From an optimization exercise on the open Yosys and OpenROAD flow, aimed at small area and a short achievable clock period; shortcuts taken in it are not production practice. Only simulation tests tie the RTL to the original design; equivalence was not proved. Power figures rest on the tool's default switching activity, not on a simulated workload.

==> willow <==
==> flow/design.v (excerpt) <==
module pe_array (
  input wire [3:0] sw_output_1,
  input wire [3:0] sw_output_2,
  input wire [3:0] sw_output_3,
  input wire [3:0] sw_output_4,
  input wire [3:0] sw_output_5,
  input wire [3:0] sw_output_6,
  input wire [3:0] sw_output_7,
  input wire [3:0] sw_output_8,
  input wire [3:0] sw_output_9,
  input wire [3:0] sw_output_10,
  input wire [3:0] sw_output_11,
  input wire [3:0] sw_output_12,
  input wire [3:0] sw_output_13,
  input wire [3:0] sw_output_14,
  input wire [3:0] sw_output_15,
  input wire [3:0] sw_output_16,
  input wire [3:0] sw_output_17,
  input wire [3:0] sw_output_18,
  input wire [3:0] sw_output_19,
  input wire [3:0] sw_output_20,
  input wire [3:0] sw_output_21,
  input wire [3:0] sw_output_22,
  input wire [3:0] sw_output_23,
  input wire [3:0] sw_output_24,
  input wire [3:0] sw_output_25,
  input wire [3:0] sw_output_26,
  input wire [3:0] sw_output_27,
  input wire [3:0] sw_output_28,
  input wire [3:0] sw_output_29,
  input wire [3:0] sw_output_30,
  input wire [3:0] sw_output_31,
  input wire [3:0] sw_output_32,
  input wire [3:0] sw_output_33,
  input wire [3:0] sw_output_34,
  input wire [3:0] sw_output_35,
  input wire [3:0] sw_output_36,
  input wire [3:0] sw_output_37,
  input wire [3:0] sw_output_38,
  input wire [3:0] sw_output_39,
  input wire [3:0] sw_output_40,
  input wire [3:0] sw_output_41,
  input wire [3:0] sw_output_42,
  input wire [3:0] sw_output_43,
  input wire [3:0] sw_output_44,
  input wire [3:0] sw_output_45,
  input wire [3:0] sw_output_46,
  ...
Settings: LEC_CHECK=0, CAP_MARGIN=20, CORE_MARGIN=2, CORE_UTILIZATION=70, CTS_CLUSTER_DIAMETER=100, CTS_CLUSTER_SIZE=30, SETUP_SLACK_MARGIN=2.0, SLEW_MARGIN=20, SYNTH_HIERARCHICAL=1; clock period 4.5 ns.
standard.sh (not shown) runs the stock make flow with config.mk's settings and CLKGATE_MAP_FILE= SYNTH_SCRIPT=/design/flow/synth_recipe.tcl, a recipe that flattens the netlist after the stock synthesis.
==> flow/flow/run.sh <==
#!/bin/bash
# Standard layout, with plain buffers (instead of delay cells) on the ports.
set -euo pipefail
bash standard.sh "BUFFER_PORTS_ARGS=-buffer_cell sky130_fd_sc_hd__buf_2" finish > standard_flow.log 2>&1
==> yarrow (differences from willow) <==
--- a/flow/config.mk
+++ b/flow/config.mk
@@ -7,9 +7,9 @@
 export LEC_CHECK = 0
 export CAP_MARGIN = 20
 export CORE_MARGIN = 2
-export CORE_UTILIZATION = 70
+export CORE_UTILIZATION = 60
 export CTS_CLUSTER_DIAMETER = 100
 export CTS_CLUSTER_SIZE = 30
-export SETUP_SLACK_MARGIN = 2.0
+export SETUP_SLACK_MARGIN = 2.2
 export SLEW_MARGIN = 20
 export SYNTH_HIERARCHICAL = 1
==> amber (differences from willow) <==
--- a/flow/config.mk
+++ b/flow/config.mk
@@ -7,9 +7,7 @@
 export LEC_CHECK = 0
 export CAP_MARGIN = 20
 export CORE_MARGIN = 2
-export CORE_UTILIZATION = 70
-export CTS_CLUSTER_DIAMETER = 100
-export CTS_CLUSTER_SIZE = 30
+export CORE_UTILIZATION = 60
 export SETUP_SLACK_MARGIN = 2.0
 export SLEW_MARGIN = 20
 export SYNTH_HIERARCHICAL = 1
==> umber (differences from willow) <==
==> flow/flow/run.sh (replaced) <==
#!/bin/bash
# Standard layout, with plain buffers (instead of delay cells) on the ports.
set -euo pipefail
bash standard.sh "BUFFER_PORTS_ARGS=-buffer_cell sky130_fd_sc_hd__buf_1" finish > standard_flow.log 2>&1
--- a/flow/config.mk
+++ b/flow/config.mk
@@ -7,7 +7,7 @@
 export LEC_CHECK = 0
 export CAP_MARGIN = 20
 export CORE_MARGIN = 2
-export CORE_UTILIZATION = 70
+export CORE_UTILIZATION = 60
 export CTS_CLUSTER_DIAMETER = 100
 export CTS_CLUSTER_SIZE = 30
 export SETUP_SLACK_MARGIN = 2.0
==> qor summary <==
|  | amber | yarrow | umber | willow |
|---|---|---|---|---|
| Run status | complete, no violations | complete, no violations | complete, no violations | complete, no violations |
| Final wirelength | 160000 um | 159000 um | 154000 um | 153000 um |
| Crit-path most repeated cell | ha_4 | buf_16 | - | - |
| Final period utilization | 54.5% | 54.8% | 54.4% | 55.6% |
| Power drawn by the combinational cells | 6.76 mW | 6.94 mW | 6.60 mW | 6.75 mW |
| Total Power Consumption | 45.4 mW | 37.1 mW | 36.7 mW | 36.8 mW |
| All-Layer GR Usage | 20.6% | 20.4% | 19.9% | 23.1% |
| Post-route clock skew | 0.0181 ns | 0.0190 ns | 0.0147 ns | 0.0264 ns |
| Last weighted congestion value of the routability-driven placer | 0.873 | 0.873 | 0.880 | 0.905 |
| Total area of sequential cells | 0.0397 mm2 | 0.0397 mm2 | 0.0397 mm2 | 0.0397 mm2 |
| Finished Cell Area | 0.100 mm2 | 0.0970 mm2 | 0.0948 mm2 | 0.0952 mm2 |
| Power dissipated in the clock network | 16.9 mW | 8.49 mW | 8.40 mW | 8.35 mW |
| Post CTS Setup Buffer Count | 0 | 5 | 1 | 0 |
| Beginning of the worst hold path | dc8_1_1$_DFF_P_ | dc8_2_1$_DFF_P_ | dc8_2_1$_DFF_P_ | dc8_8_1$_DFF_P_ |
| Required time of the critical path | 5.16 ns | 3.60 ns | 3.60 ns | 3.60 ns |
| CP Capture Point | o_4[10]$_DFF_P_ | final_output_6[7] | final_output_6[10] | final_output_8[8] |

-- separate check: timing with driven ports --
The results above use ideal ports. As a check the final layouts listed here were re-extracted and re-timed, cells and wires unchanged.
Step 1: set_driving_cell puts a clkbuf_16 on clk and a buf_2 on each other input, an assumption about the parent block.
Step 2 times the ports against the registers' clock, not the clock port: input delays grow and output delays shrink by t, the midpoint of the rising clock arrivals with the driver on.
Three values: no drivers, after step 1, after step 2; two values: the first two.
run | t, ns | slack for setup (ns) | latest minus earliest clock arrival (ns)
willow | 0.760 | 1.998 / 1.907 / 1.396 | 0.029 / 0.029
yarrow | 0.768 | 2.032 / 1.691 / 1.438 | 0.028 / 0.029
amber | 0.872 | 2.048 / 1.919 / 1.349 | 0.026 / 0.026
umber | 0.766 | 2.054 / 1.833 / 1.342 | 0.016 / 0.017
After both steps every run listed still meets setup and hold. The setup slack of umber, which loses most, moves by -0.221 ns with the drivers and by -0.712 ns with both steps.
